Source: an optimization exercise on an open RTL-to-GDS flow (aim: small area, a short achievable clock period and few clock cycles per item). Production flows keep margins and buffers that such runs may drop. The RTL was checked by simulation tests, not by an equivalence proof against the original design.

## flow/design.v (module list and top-level ports; edited modules follow where they fit)
// module Calvalid: 841 lines
// module CalvalidR: 846 lines
// module FullAdd: 4 lines
// module HitTest: 35 lines
// module RippleSub: 34 lines
module HitTest(
    input clk,
    input rst,
    input start,
    input rsel,
    input [15:0] x,
    input [15:0] y,
    input [15:0] notex,
    input [15:0] notey,
    input signed [15:0] indx,
    input signed [15:0] indy,
    output valJR,
    output valE,
    output valr,
    output valR,
    output reg ready
);
  // ...
==> flow/run.sh <==
#!/bin/bash
# synth_recipe.tcl (not shown) runs the flow's synth.tcl, then flattens the netlist and writes it again
# the make line also repeats each setting of config.mk as NAME=value (left out here)
make -C /OpenROAD-flow-scripts/flow DESIGN_CONFIG=/design/flow/config.mk WORK_HOME=/design/flow/orfs CLKGATE_MAP_FILE= SYNTH_SCRIPT=/design/flow/synth_recipe.tcl finish
==> flow/config.mk <==
export PLATFORM = sky130hd
export DESIGN_NAME = HitTest
export DESIGN_NICKNAME = HitTest
export VERILOG_FILES = /design/flow/design.v
export SDC_FILE = /design/flow/constraint.sdc
export NUM_CORES = 4
export LEC_CHECK = 0
export CAP_MARGIN = 20
export CORE_MARGIN = 2
export CORE_UTILIZATION = 40
export SETUP_SLACK_MARGIN = 1
export SLEW_MARGIN = 20
export SYNTH_HIERARCHICAL = 1
export SYNTH_MINIMUM_KEEP_SIZE = 0
==> flow/constraint.sdc <==
create_clock -name core_clock -period 10.0 [get_ports {clk}]
set_input_delay 2.0000 -clock core_clock [delete_from_list [all_inputs] [get_ports {clk}]]
set_output_delay 2.0000 -clock core_clock [all_outputs]
set_load 0.01 [all_outputs]
==> flow_summary.yaml, run 1 <==
logic_synthesis:
  synth_fa_ha_area_frac: 0.6502
  synth_fp_nets: 2563
  synth_top_family_by_area: "adder cells"
  ys_top_cells_by_count: "fa_1, nor2_1, inv_1"
routing:
  dr_wl_met2_um: 25160
  drcViolationCount: 0
  dr.max_layer_used: "met4"
  routed_wl_um: 50810
worst_setup_path:
  cp_top_family: "adder cells"
  slowest_stage: "dfxtp_1"
  cp.buffers_inverters: 2
  cp-end-kind: "primary output"
cells_and_area:
  final_cell_mix: "fa_1, nor2_1, inv_1"
  final_cell_area_um2: 20390
  multi_input_area_share: 0.8012
  syn2layout_area_growth_pct: 8.544
  seq_share: 0.06872
  drive_gt1_frac: 0.05429
  final_nets: 2552
sta:
  max_freq_mhz: 115.4
floorplanning:
  num_io_pins: 105
  initial_core_util: 0.4044
grt:
  grt_usage: 0.2211
  overflow: 0
  grt_util_met2: 0.3677
  antenna_found_initial: 2
clock_network:
  clock-root-buffer: "clkbuf_16"
placement:
  port_buffers: 104
hold_path:
  hp-class: "input port to register"
run_status:
  status: "no timing/DRC/antenna violations"
Testbench counts, summed over its fixed seeds: cycles 16,000, items 16,000.
==> inputs of run 2 (changes only) <==
--- a/flow/config.mk
+++ b/flow/config.mk
@@ -9,5 +9,5 @@
 export CORE_MARGIN = 2
 export CORE_UTILIZATION = 40
-export SETUP_SLACK_MARGIN = 1
+export SETUP_SLACK_MARGIN = 3
 export SLEW_MARGIN = 20
 export SYNTH_HIERARCHICAL = 1
==> run 2 against run 1 <==
Global-route usage up 0.46 points; final cell count is 2.1% higher; first-iteration DRC count up 6.0%; non-clock buffer count increased by 51; synthesized area stayed put; critical endpoint unchanged.
==> flow_summary.yaml, run 2 <==
routing:
  dr.pass1.iters: 6
  drtAntennaViolNets: 0
  drtIter0Drc: 799
  drcViolationCount: 0
  routed_wl_um: 51900
  wl_per_cell_um: 21.06
  vias: 12910
  via_per_inst: 5.236
run_status:
  status: "no timing/DRC/antenna violations"
placement:
  dp_hpwl_um: 40810
  port_buffers: 104
  place_area_um2: 20140
  place_congestion: 0.8973
clock_network:
  cts_hold_buf: 0
  cts_max_level: 3
  cts_max_path_buffers: 2
  numCtsBuffers: 9
  tritoncts: "built"
  clock-root-buffer: "clkbuf_16"
  clk_pin_slew_ps: 70
  clock_sinks: 70
floorplanning:
  dieArea_um2: 48720
  dieWidth_um: 220.7
  rows: 79
  die_h_um: 220.7
  initial_core_util: 0.4044
  num_io_pins: 105
  core_um2: 46460
sta:
  min_period_over_period: 0.7683
  setup_tns_ps: 0
  hold_viol: 0
  max_slew_margin: 0.4930
  rsz0062_at_grt: "yes"
  tightest_slew_ps: 759.4
  fin_crit_ps: 7683
  slew_violations: 0
  holdWs_ps: 2003
  max_freq_mhz: 130.2
  setup_viol: 0
cells_and_area:
  final_cell_area_um2: 21250
  final_nets: 2603
  seqCellArea_um2: 1565
  multi_input_area_um2: 16560
  final_cell_mix: "fa_1, nor2_1, inv_1"
  fill_cells: 4337
  drive_gt1_frac: 0.1470
  syn2layout_area_growth_pct: 13.08
  mostFrequentLayoutCell: "fa_1"
logic_synthesis:
  synth_fp_nets: 2563
  synth_top_area_share: 0.5658
  synth_edf_count: 0
  yosysWarnings: 7
  synthCells: 1812
  ys_top_cells_by_count: "fa_1, nor2_1, inv_1"
  synthFlopType: "dfxtp_1"
  async_reset_ff_frac: 0
  yosysSeqAreaShare: 0.07459
  synthTopCellsByArea: "fa_1, nor2_1, ha_1"
  synthDistinctLibCells: 50
  ys_ff_latch: 70
  synth_area_um2: 18790
  synth_most_common_cell: "fa_1"
  synth_largest_area_cell: "fa_1"
  synth_area_per_cell_um2: 10.37
grt:
  antenna_found_initial: 2
  grt_max_degree: 19
  grt_most_used_layer: "met2"
  grt_util_met2: 0.3732
  grtUsageMet3: 0.05113
  met1_usage: 0.2977
  overflow: 0
  grt_usage: 0.2257
  grt_pass1_wl_um: 82260
  grt_pass1_vias: 14570
worst_setup_path:
  crit_arrival_ps: 5680
  critPathLaunch: "nax[13]"
  crit_fanout: 6
  cp_data_required_time_ps: 8000
  start_kind: "register"
  cp-end-kind: "primary output"
  worstSetupPathType: "register to primary output"
hold_path:
  min_path_cells: 3
  worstHoldEndpoint: "nby[0]"
  hp-class: "input port to register"
  hold_path_startpoint: "y[0]"
flow_run:
  maxCapViolations: 0
[run 2: changes by cell type in the layout (fill, tap and decap cells not counted), sizes merged, moves of 2 or more]
cell           before  now
clkbuf              9   12
dlymetal6s2s        0    5
bufinv              0    2
dlygate4sd2         0    9
clkinv              5    3
buf                 8   63
clkdlybuf4s50     104   83
[run 2: metal layers]
layer  vias to the layer above  share of wire
met1                      6804           0.41
met5                         -              0
li1                       5565              -
met2                       463           0.49
met4                         0          0.024
met3                        74          0.076
[run 2: stage by stage]
stage / utilization / setup slack (ps) / instances
3_5_place_dp: 0.4335 / 1903 / 2399
6_report: 0.4573 / 2317 / 2465
3_3_place_gp: 0.4335 / 1973 / 2399
4_1_cts: 0.4520 / 2332 / 2454
5_1_grt: 0.4573 / 2128 / 2465
2_1_floorplan: - / 3001 / 1812
[run 2: what timing repair did]
| item | 4_1_cts | 5_1_grt |
|---|---|---|
| setup endpoints to repair | 9 | 8 |
| gates resized for setup | 157 | 58 |
| pin swaps | 30 | 31 |
| setup buffers | 39 | 10 |
[run 2: worst max-delay path: stages, from the launching register on]
cell and delay [ps]:
dfxtp_4 420, buf_6 150, buf_4 110, nor2_1 50, fa_2 380, fa_1 470, fa_1 550, fa_2 360
fa_1 510, fa_1 410, ha_1 290, xnor2_1 150, nand4_1 110, nor3_2 180, nand3_2 110, nor3_4 280
o211ai_1 220, buf_4 190, nor4b_2 180, buf_2 180
[run 2: cell type report]
type,instances,area share
inverters,139,0.02456
clock inverters,6,0.004476
well taps,607,0.03575
flip-flops and latches,70,0.07367
clock buffers,10,0.01078
diodes,1,0.0001178
repair buffers,163,0.07126
multi-input cells,1469,0.7794
[run 2: cell families after synthesis]
| group | count (synthesis) | share of synthesized area |
|---|---|---|
| and+or+nand+nor | 675 | 0.1591 |
| adders and majority gates | 659 | 0.6502 |
| buffers and inverters | 273 | 0.05574 |
| xor gates and xnor gates | 71 | 0.03390 |
| DFF | 70 | 0.07459 |
| AOI/OAI and AO/OA | 64 | 0.02644 |
[run 2: worst max-delay path by stage]
stage	end	slack [ps]
3_3_place_gp	valr	1970
2_1_floorplan	valr	3000
6_report	valr	2320
5_1_grt	valr	2130
4_1_cts	valr	2330
3_5_place_dp	valr	1900
[run 2: Yosys stat by module, one instance, submodules excluded]
| module | flip-flops and latches | copies in the design | cells | area [µm²] |
|---|---|---|---|---|
| CalvalidR | 0 | 1 | 509 | 2795 |
| HitTest | 70 | 1 | 71 | 1415 |
| RippleSub | 0 | 4 | 37 | 225.2 |
| FullAdd | 0 | 528 | 1 | 20.02 |
| Calvalid | 0 | 1 | 556 | 3107 |
==> inputs of run 3 (changes only) <==
--- a/flow/config.mk
+++ b/flow/config.mk
@@ -9,5 +9,7 @@
 export CORE_MARGIN = 2
 export CORE_UTILIZATION = 40
-export SETUP_SLACK_MARGIN = 3
+export CTS_CLUSTER_DIAMETER = 500
+export CTS_CLUSTER_SIZE = 100
+export SETUP_SLACK_MARGIN = 2.5
 export SLEW_MARGIN = 20
 export SYNTH_HIERARCHICAL = 1
==> run 3 against run 2 <==
Still clean; synthesized cell count is the same; setup slack got worse by 45 ps; hold slack improved by 97 ps.
==> flow_summary.yaml, run 3 <==
run_status:
  status: "no timing/DRC/antenna violations"
grt:
  grt_usage: 0.2236
  overflow: 0
  antenna_found_initial: 2
  grt_pass1_wl_um: 82100
  grt_max_degree: 19
  grt_pass1_vias: 14480
floorplanning:
  rows: 79
  dieWidth_um: 220.7
  dieArea_um2: 48720
  num_io_pins: 105
  initial_core_util: 0.4044
  die_h_um: 220.7
  core_um2: 46460
routing:
  dr.pass1.iters: 5
  vias: 13000
  drtIter0Drc: 792
  drtAntennaViolNets: 0
  routed_wl_um: 51930
  via_per_inst: 5.278
  drcViolationCount: 0
  wl_per_cell_um: 21.09
placement:
  port_buffers: 104
  dp_hpwl_um: 40620
  pre_cts_ws_ps: 1677
  place_congestion: 0.9270
cells_and_area:
  mostFrequentLayoutCell: "fa_1"
  drive_gt1_frac: 0.1316
  final_util: 0.4544
  multi_input_area_um2: 16520
  fill_cells: 4345
  final_cell_mix: "fa_1, nor2_1, inv_1"
  seqCellArea_um2: 1565
  syn2layout_area_growth_pct: 12.35
  final_nets: 2601
clock_network:
  cts_max_level: 3
  tritoncts: "built"
  numCtsBuffers: 9
  cts_max_path_buffers: 2
  clock_sinks: 70
  clk_pin_slew_ps: 60
  clock-root-buffer: "clkbuf_16"
hold_path:
  hp-class: "input port to register"
worst_setup_path:
  worstSetupPathType: "register to primary output"
  cp_data_required_time_ps: 8000
  crit_fanout: 6
  crit_arrival_ps: 5730
  cpPeakStageDelay_ps: 580
  slowest_stage: "fa_1"
  start_kind: "register"
  cp-end-kind: "primary output"
  cp_common_cell: "fa_1"
  path_cells: "buf_4 -> or2_2 -> fa_1 -> fa_1 -> fa_1 -> fa_1 -> fa_1 -> ha_4 -> xor2_2 -> nand4_1 -> nor3_2 -> nand3_2 -> nor3_4 -> o211ai_1 -> nor4b_2 -> buf_2"
sta:
  hold_viol: 0
  setup_tns_ps: 0
  tightest_slew_ps: 937.7
  slew_violations: 0
  fin_crit_ps: 7728
  min_period_over_period: 0.7728
  setup_viol: 0
  fin_ws_ps: 2272
  max_slew_margin: 0.3740
  rsz0062_at_grt: "yes"
  max_freq_mhz: 129.4
logic_synthesis:
  async_reset_ff_frac: 0
  synth_top_area_share: 0.5658
  synth_edf_count: 0
  ys_ff_latch: 70
  synth_area_per_cell_um2: 10.37
  synthCells: 1812
  ys_top_cells_by_count: "fa_1, nor2_1, inv_1"
  yosysWarnings: 7
  synthTopCellsByArea: "fa_1, nor2_1, ha_1"
  synth_fp_nets: 2563
  synthDistinctLibCells: 50
  synth_area_um2: 18790
  synth_largest_area_cell: "fa_1"
  yosysSeqAreaShare: 0.07459
  synthFlopType: "dfxtp_1"
  synth_most_common_cell: "fa_1"
flow_run:
  maxCapViolations: 0
[run 3: final timing paths]
path  slack [ps]    start  depth (start not counted)   end
min         2100     rsel                          1    rs
max         2270  nax[16]                         16  valr
[run 3: kinds of logic (layout without fill, tap and decap cells)]
group                    Yosys count  after routing  synth area share
AO/OA/AOI/OAI                     64             64           0.02644
other                              0              2                 0
XOR/XNOR                          71             71           0.03390
adder cells (fa/ha/maj)          659            659            0.6502
buffers and inverters            273            315           0.05574
AND/OR/NAND/NOR                  675            675            0.1591
flip-flops                        70             70           0.07459
[run 3: worst max-delay path: cells and delay by family, from the launching register on]
| family | cells | cell delay (ps) |
|---|---|---|
| compound gates | 1 | 190 |
| xor+xnor | 1 | 160 |
| fa+ha+maj | 6 | 2890 |
| buf+inv | 2 | 350 |
| flops | 1 | 370 |
| simple gates | 6 | 1400 |
[run 3: metrics by stage]
| stage | hold slack, ps | std cells | instance area, µm² |
|---|---|---|---|
| after floorplan | 2028 | 1812 | 18790 |
| after global placement | 2460 | 2397 | 20120 |
| after detailed placement | 2460 | 2397 | 20120 |
| after CTS | 2088 | 2424 | 20630 |
| after global routing | 2108 | 2463 | 21110 |
| final | 2099 | 2463 | 21110 |
[run 3: layer usage]
| layer | wire length [µm] | up-vias | global-route usage |
|---|---|---|---|
| met5 | 0 | - | 0 |
| met1 | 20510 | 6863 | 0.2916 |
| li1 | - | 5552 | - |
| met3 | 4195 | 76 | 0.05086 |
| met2 | 25770 | 509 | 0.3734 |
| met4 | 1456 | 0 | 0.06578 |
[run 3: Yosys stat by module, one instance, submodules excluded]
module	cell area (µm²)	flip-flops and latches	cells inside
Calvalid	3107	0	556
RippleSub	225.2	0	37
CalvalidR	2795	0	509
HitTest	1415	70	71
FullAdd	20.02	0	1
[run 3: timing repair]
item                       CTS  global route
pin swaps                    7            27
hold buffers                 0             0
setup buffers               12            37
setup endpoints to repair    4             4
resized for setup          103            51
[run 3: area by class of cell]
class                      count  share of cell area
sequential                    70             0.07416
multi-input combinational   1469              0.7829
inverter                     139             0.02472
clock buffer                   9             0.01067
antenna                        2           0.0002371
tap                          607             0.03598
timing repair buffer         161             0.06947
clock inverter                 6            0.001897
==> inputs of run 4 (changes only) <==
--- a/flow/config.mk
+++ b/flow/config.mk
@@ -9,6 +9,4 @@
 export CORE_MARGIN = 2
 export CORE_UTILIZATION = 40
-export CTS_CLUSTER_DIAMETER = 500
-export CTS_CLUSTER_SIZE = 100
 export SETUP_SLACK_MARGIN = 2.5
 export SLEW_MARGIN = 20
==> run 4 against run 3 <==
Setup slack is the same; count of clock-buffer cells in the layout is the same; global-route usage is the same; die area is the same; critical endpoint unchanged.
==> flow_summary.yaml, run 4 <==
logic_synthesis:
  synthFlopType: "dfxtp_1"
  ys_ff_latch: 70
  synthDistinctLibCells: 50
  synth_edf_count: 0
  synth_most_common_cell: "fa_1"
  synth_largest_area_cell: "fa_1"
  synthTopCellsByArea: "fa_1, nor2_1, ha_1"
  synthCells: 1812
  ys_top_cells_by_count: "fa_1, nor2_1, inv_1"
  async_reset_ff_frac: 0
  synth_area_per_cell_um2: 10.37
  synth_fp_nets: 2563
  synth_area_um2: 18790
  yosysSeqAreaShare: 0.07459
  yosysWarnings: 7
  synth_top_area_share: 0.5658
cells_and_area:
  fill_cells: 4345
  final_cell_mix: "fa_1, nor2_1, inv_1"
  final_nets: 2601
  syn2layout_area_growth_pct: 12.35
  mostFrequentLayoutCell: "fa_1"
  drive_gt1_frac: 0.1316
  final_cell_area_um2: 21110
worst_setup_path:
  crit_arrival_ps: 5730
  worstSetupPathType: "register to primary output"
  cp_top_family: "adder cells"
  cp_data_required_time_ps: 8000
  cpPeakStageDelay_ps: 580
  slowest_stage: "fa_1"
  cp.buffers_inverters: 2
  crit_fanout: 6
  cp-end-kind: "primary output"
  path_cells: "buf_4 -> or2_2 -> fa_1 -> fa_1 -> fa_1 -> fa_1 -> fa_1 -> ha_4 -> xor2_2 -> nand4_1 -> nor3_2 -> nand3_2 -> nor3_4 -> o211ai_1 -> nor4b_2 -> buf_2"
  start_kind: "register"
  cp_common_cell: "fa_1"
sta:
  fin_ws_ps: 2272
  tightest_slew_ps: 937.7
  max_freq_mhz: 129.4
  min_period_over_period: 0.7728
  hold_viol: 0
  holdWs_ps: 2099
  setup_tns_ps: 0
  rsz0062_at_grt: "yes"
  setup_viol: 0
  fin_crit_ps: 7728
  max_slew_margin: 0.3740
  slew_violations: 0
grt:
  overflow: 0
  grt_pass1_wl_um: 82100
  grt_max_degree: 19
  grt_usage: 0.2236
  antenna_found_initial: 2
  grt_pass1_vias: 14480
floorplanning:
  rows: 79
  dieArea_um2: 48720
  num_io_pins: 105
  core_um2: 46460
  die_h_um: 220.7
  initial_core_util: 0.4044
  dieWidth_um: 220.7
routing:
  drtAntennaViolNets: 0
  drtIter0Drc: 792
  drcViolationCount: 0
  wl_per_cell_um: 21.09
  vias: 13000
  via_per_inst: 5.278
  routed_wl_um: 51930
  dr.pass1.iters: 5
clock_network:
  tritoncts: "built"
  clock-root-buffer: "clkbuf_16"
  cts_hold_buf: 0
  clock_sinks: 70
  clk_pin_slew_ps: 60
  numCtsBuffers: 9
  cts_max_level: 3
  cts_max_path_buffers: 2
placement:
  pre_cts_ws_ps: 1677
  port_buffers: 104
  dp_hpwl_um: 40620
  place_congestion: 0.9270
  place_area_um2: 20120
flow_run:
  maxCapViolations: 0
hold_path:
  hp-class: "input port to register"
run_status:
  status: "no timing/DRC/antenna violations"
run 4: cell counts after synthesis:
Identical to the previous run, type by type.
run 4: stage by stage:
step | cells | utilization
2_1_floorplan | 1812 | -
3_5_place_dp | 2397 | 0.4332
3_3_place_gp | 2397 | 0.4332
5_1_grt | 2463 | 0.4544
6_report | 2463 | 0.4544
4_1_cts | 2424 | 0.4441
run 4: path summary, 6_finish.rpt:
check                 endpoint  startpoint  cells after the start
worst min-delay path        rs        rsel                      1
worst max-delay path      valr     nax[16]                     16
run 4: per-layer routing:
metal / track usage / share of wire
met5: 0 / 0
met3: 0.05086 / 0.081
met1: 0.2916 / 0.40
met2: 0.3734 / 0.50
met4: 0.06578 / 0.028
run 4: logic make-up (layout without fill, tap and decap cells):
kind of cell	count (synthesis)	after routing	share of synthesized area
xor gates and xnor gates	71	71	0.03390
and+or+nand+nor	675	675	0.1591
buffers and inverters	273	315	0.05574
DFF	70	70	0.07459
adders and majority gates	659	659	0.6502
AOI/OAI and AO/OA	64	64	0.02644
other	0	2	0
run 4: modules after synthesis, one instance, submodules excluded:
| module | flip-flops and latches | cells | cell area, µm² | times used |
|---|---|---|---|---|
| RippleSub | 0 | 37 | 225.2 | 4 |
| HitTest | 70 | 71 | 1415 | 1 |
| FullAdd | 0 | 1 | 20.02 | 528 |
| CalvalidR | 0 | 509 | 2795 | 1 |
| Calvalid | 0 | 556 | 3107 | 1 |
run 4: timing repair:
item                                    in CTS  in global routing
gates resized for setup                    103                 51
pin swaps                                    7                 27
buffers inserted                            12                 37
endpoints found under the setup margin       4                  4
run 4: area by class of cell:
| cell class | count | area, µm² | area share |
|---|---|---|---|
| Clock inverter | 6 | 40.04 | 0.001897 |
| Tap cell | 607 | 759.5 | 0.03598 |
| Inverter | 139 | 521.8 | 0.02472 |
| Antenna cell | 2 | 5.005 | 0.0002371 |
| Multi-Input combinational cell | 1469 | 16520 | 0.7829 |
| Timing Repair Buffer | 161 | 1466 | 0.06947 |
| Sequential cell | 70 | 1565 | 0.07416 |
| Clock buffer | 9 | 225.2 | 0.01067 |
==> inputs of run 5 (changes only) <==
--- a/flow/config.mk
+++ b/flow/config.mk
@@ -8,5 +8,5 @@
 export CAP_MARGIN = 20
 export CORE_MARGIN = 2
-export CORE_UTILIZATION = 40
+export CORE_UTILIZATION = 60
 export SETUP_SLACK_MARGIN = 2.5
 export SLEW_MARGIN = 20
==> run 5 against run 4 <==
Still clean on timing, DRC and antenna; wire length shrank 5.3%; via count shrank 0.18%; critical path depth grew 1; non-clock buffer count shrank 1; sequential share of layout area grew 0.25 points; synthesized cell count is the same; global-route usage grew 10 points; hold slack gained 7.2 ps; highest routed layer unchanged.
==> flow_summary.yaml, run 5 <==
sta:
  max_slew_margin: 0.5790
  rsz0062_at_grt: "yes"
  min_period_over_period: 0.7608
  fin_crit_ps: 7608
  max_freq_mhz: 131.4
  tightest_slew_ps: 627.0
  setup_tns_ps: 0
  setup_viol: 0
  hold_viol: 0
  slew_violations: 0
clock_network:
  tritoncts: "built"
  numCtsBuffers: 9
  cts_max_path_buffers: 2
  cts_max_level: 3
  clk_pin_slew_ps: 60
  clock-root-buffer: "clkbuf_16"
  cts_hold_buf: 0
  clock_sinks: 70
hold_path:
  min_path_cells: 1
  hp-class: "input port to register"
grt:
  grt_pass1_vias: 14860
  grt_max_degree: 19
  grt_pass1_wl_um: 80760
  grt_usage: 0.3266
  overflow: 0
  antenna_found_initial: 0
cells_and_area:
  syn2layout_area_growth_pct: 11.32
  final_cell_mix: "fa_1, nor2_1, inv_1"
  final_nets: 2600
  drive_gt1_frac: 0.1348
  final_cell_area_um2: 20920
  mostFrequentLayoutCell: "fa_1"
logic_synthesis:
  async_reset_ff_frac: 0
  yosysWarnings: 7
  ys_top_cells_by_count: "fa_1, nor2_1, inv_1"
  yosys.area_share.simple: 0.1591
  synth_edf_count: 0
  synth_largest_area_cell: "fa_1"
  synth_mux_area_frac: 0
  ys_ff_latch: 70
  synthCells: 1812
  synthXorXnorAreaFrac: 0.03390
  yosysSeqAreaShare: 0.07459
  synth_area_um2: 18790
  synth_top_family_by_area: "adder cells"
  synth_compound_area_frac: 0.02644
  synth_fp_nets: 2563
  synthDistinctLibCells: 50
  synthFlopType: "dfxtp_1"
  synthTopCellsByArea: "fa_1, nor2_1, ha_1"
  synth_most_common_cell: "fa_1"
  synth_fa_ha_area_frac: 0.6502
  synth_area_per_cell_um2: 10.37
  synth_top_area_share: 0.5658
worst_setup_path:
  cp_data_required_time_ps: 8000
  crit_arrival_ps: 5610
  worstSetupPathType: "register to primary output"
  start_kind: "register"
  cp-end-kind: "primary output"
  crit_fanout: 18
floorplanning:
  initial_core_util: 0.6110
  rows: 64
  dieWidth_um: 181.0
  num_io_pins: 105
  dieArea_um2: 32740
  core_um2: 30750
  die_h_um: 181.0
routing:
  drcViolationCount: 0
  drtAntennaViolNets: 0
  routed_wl_um: 49180
  via_per_inst: 5.765
  drtIter0Drc: 720
  wl_per_cell_um: 21.85
  dr.pass1.iters: 5
  vias: 12980
placement:
  place_area_um2: 19820
  port_buffers: 104
  dp_hpwl_um: 38040
  place_congestion: 0.9095
flow_run:
  maxCapViolations: 0
run_status:
  status: "no timing/DRC/antenna violations"
[run 5: cell types whose count changed in the layout (fill, tap and decap cells not counted), sizes merged]
cell	previous run	this run
dlygate4sd2	0	1
clkinv	5	3
diode	2	1
bufinv	0	2
clkbuf	11	10
[run 5: routing by layer]
layer	share of wire	vias up	GRT usage
met3	0.066	124	0.05059
met4	0.040	0	0.1291
li1	-	5558	-
met1	0.38	6782	0.4183
met5	0	-	0
met2	0.51	512	0.5634
[run 5: per-stage QoR]
| step | std cells | hold WS, ps | setup WS (ps) | util |
|---|---|---|---|---|
| after floorplan | 1812 | 2028 | 2874 | - |
| after global placement | 2181 | 2456 | 1927 | 0.6446 |
| after detailed placement | 2181 | 2463 | 1844 | 0.6446 |
| after CTS | 2222 | 2098 | 2404 | 0.6684 |
| after global routing | 2250 | 2101 | 2258 | 0.6801 |
| final | 2251 | 2106 | 2392 | 0.6802 |
[run 5: critical path, cell delays in order, from the launching register on]
cell	delay (ps)
dfxtp_4	470
nor2_1	110
fa_1	500
fa_1	540
fa_1	430
fa_2	360
fa_1	470
fa_1	540
ha_4	230
xnor2_4	200
nand4_1	110
nor3_1	140
nand3_1	140
nor3_4	320
o211ai_1	160
buf_4	160
nor4b_2	220
buf_2	160
[run 5: logic make-up after synthesis]
kind of cell	Yosys count
AND/OR/NAND/NOR	675
flip-flops	70
XOR/XNOR	71
adder cells (fa/ha/maj)	659
buffers and inverters	273
AO/OA/AOI/OAI	64
[run 5: worst paths after layout]
check   start    to  slack, ps
min      rsel    rs       2110
max    nax[4]  valr       2390
[run 5: area by class of cell]
| type | instances | area [µm²] |
|---|---|---|
| Multi-Input combinational cell | 1469 | 16490 |
| Inverter | 139 | 521.8 |
| Fill cell | 2421 | 9834 |
| Sequential cell | 70 | 1604 |
| Clock inverter | 6 | 86.33 |
| Timing Repair Buffer | 160 | 1485 |
| Tap cell | 396 | 495.5 |
| Antenna cell | 1 | 2.502 |
| Clock buffer | 10 | 229.0 |
[run 5: repair_timing]
item                       CTS  global route
setup buffers               25            28
resized for setup          115            59
pin swaps                    8            12
setup endpoints to repair    4             4
[run 5: Yosys stat by module (local to each module, per instance)]
module | area, µm² | copies in the design | flip-flops and latches | cells inside
Calvalid | 3107 | 1 | 0 | 556
CalvalidR | 2795 | 1 | 0 | 509
FullAdd | 20.02 | 528 | 0 | 1
HitTest | 1415 | 1 | 70 | 71
RippleSub | 225.2 | 4 | 0 | 37

-- what the ideal ports hide --
No port has a modelled driver above. Below, the same layouts with a new extraction and two added sets of constraints.
Step 1 (the two cells are an assumption about what drives the block):
set clk [get_ports {clk}]
set_driving_cell -lib_cell sky130_fd_sc_hd__clkbuf_16 $clk
set_driving_cell -lib_cell sky130_fd_sc_hd__buf_2 [delete_from_list [all_inputs] $clk]
Step 2 moves the port delays by t, midway between the first and last clock arrival at a register: inputs arrive t later, outputs are due t later. That takes back most of the time a late clock gives input paths.
Three values: ideal, step 1, step 2; two values: the first two.
run | t, ns | slack for setup (ns) | worst hold slack (ns) | latest minus earliest clock arrival (ns) | pins driven straight from the clock port
run 1 | 0.396 | 1.331 / 1.283 / 1.678 | 2.098 / 2.086 / 2.481 | 0.007 / 0.007 | 1
run 2 | 0.415 | 2.317 / 2.266 / 2.681 | 2.003 / 1.977 / 2.392 | 0.011 / 0.011 | 1
run 3 | 0.398 | 2.272 / 2.220 / 2.438 | 2.099 / 2.083 / 2.481 | 0.006 / 0.006 | 1
run 4 | 0.398 | 2.272 / 2.220 / 2.438 | 2.099 / 2.083 / 2.481 | 0.006 / 0.006 | 1
run 5 | 0.381 | 2.392 / 2.349 / 2.408 | 2.106 / 2.087 / 2.467 | 0.007 / 0.007 | 1
After both steps every run listed still meets setup and hold.
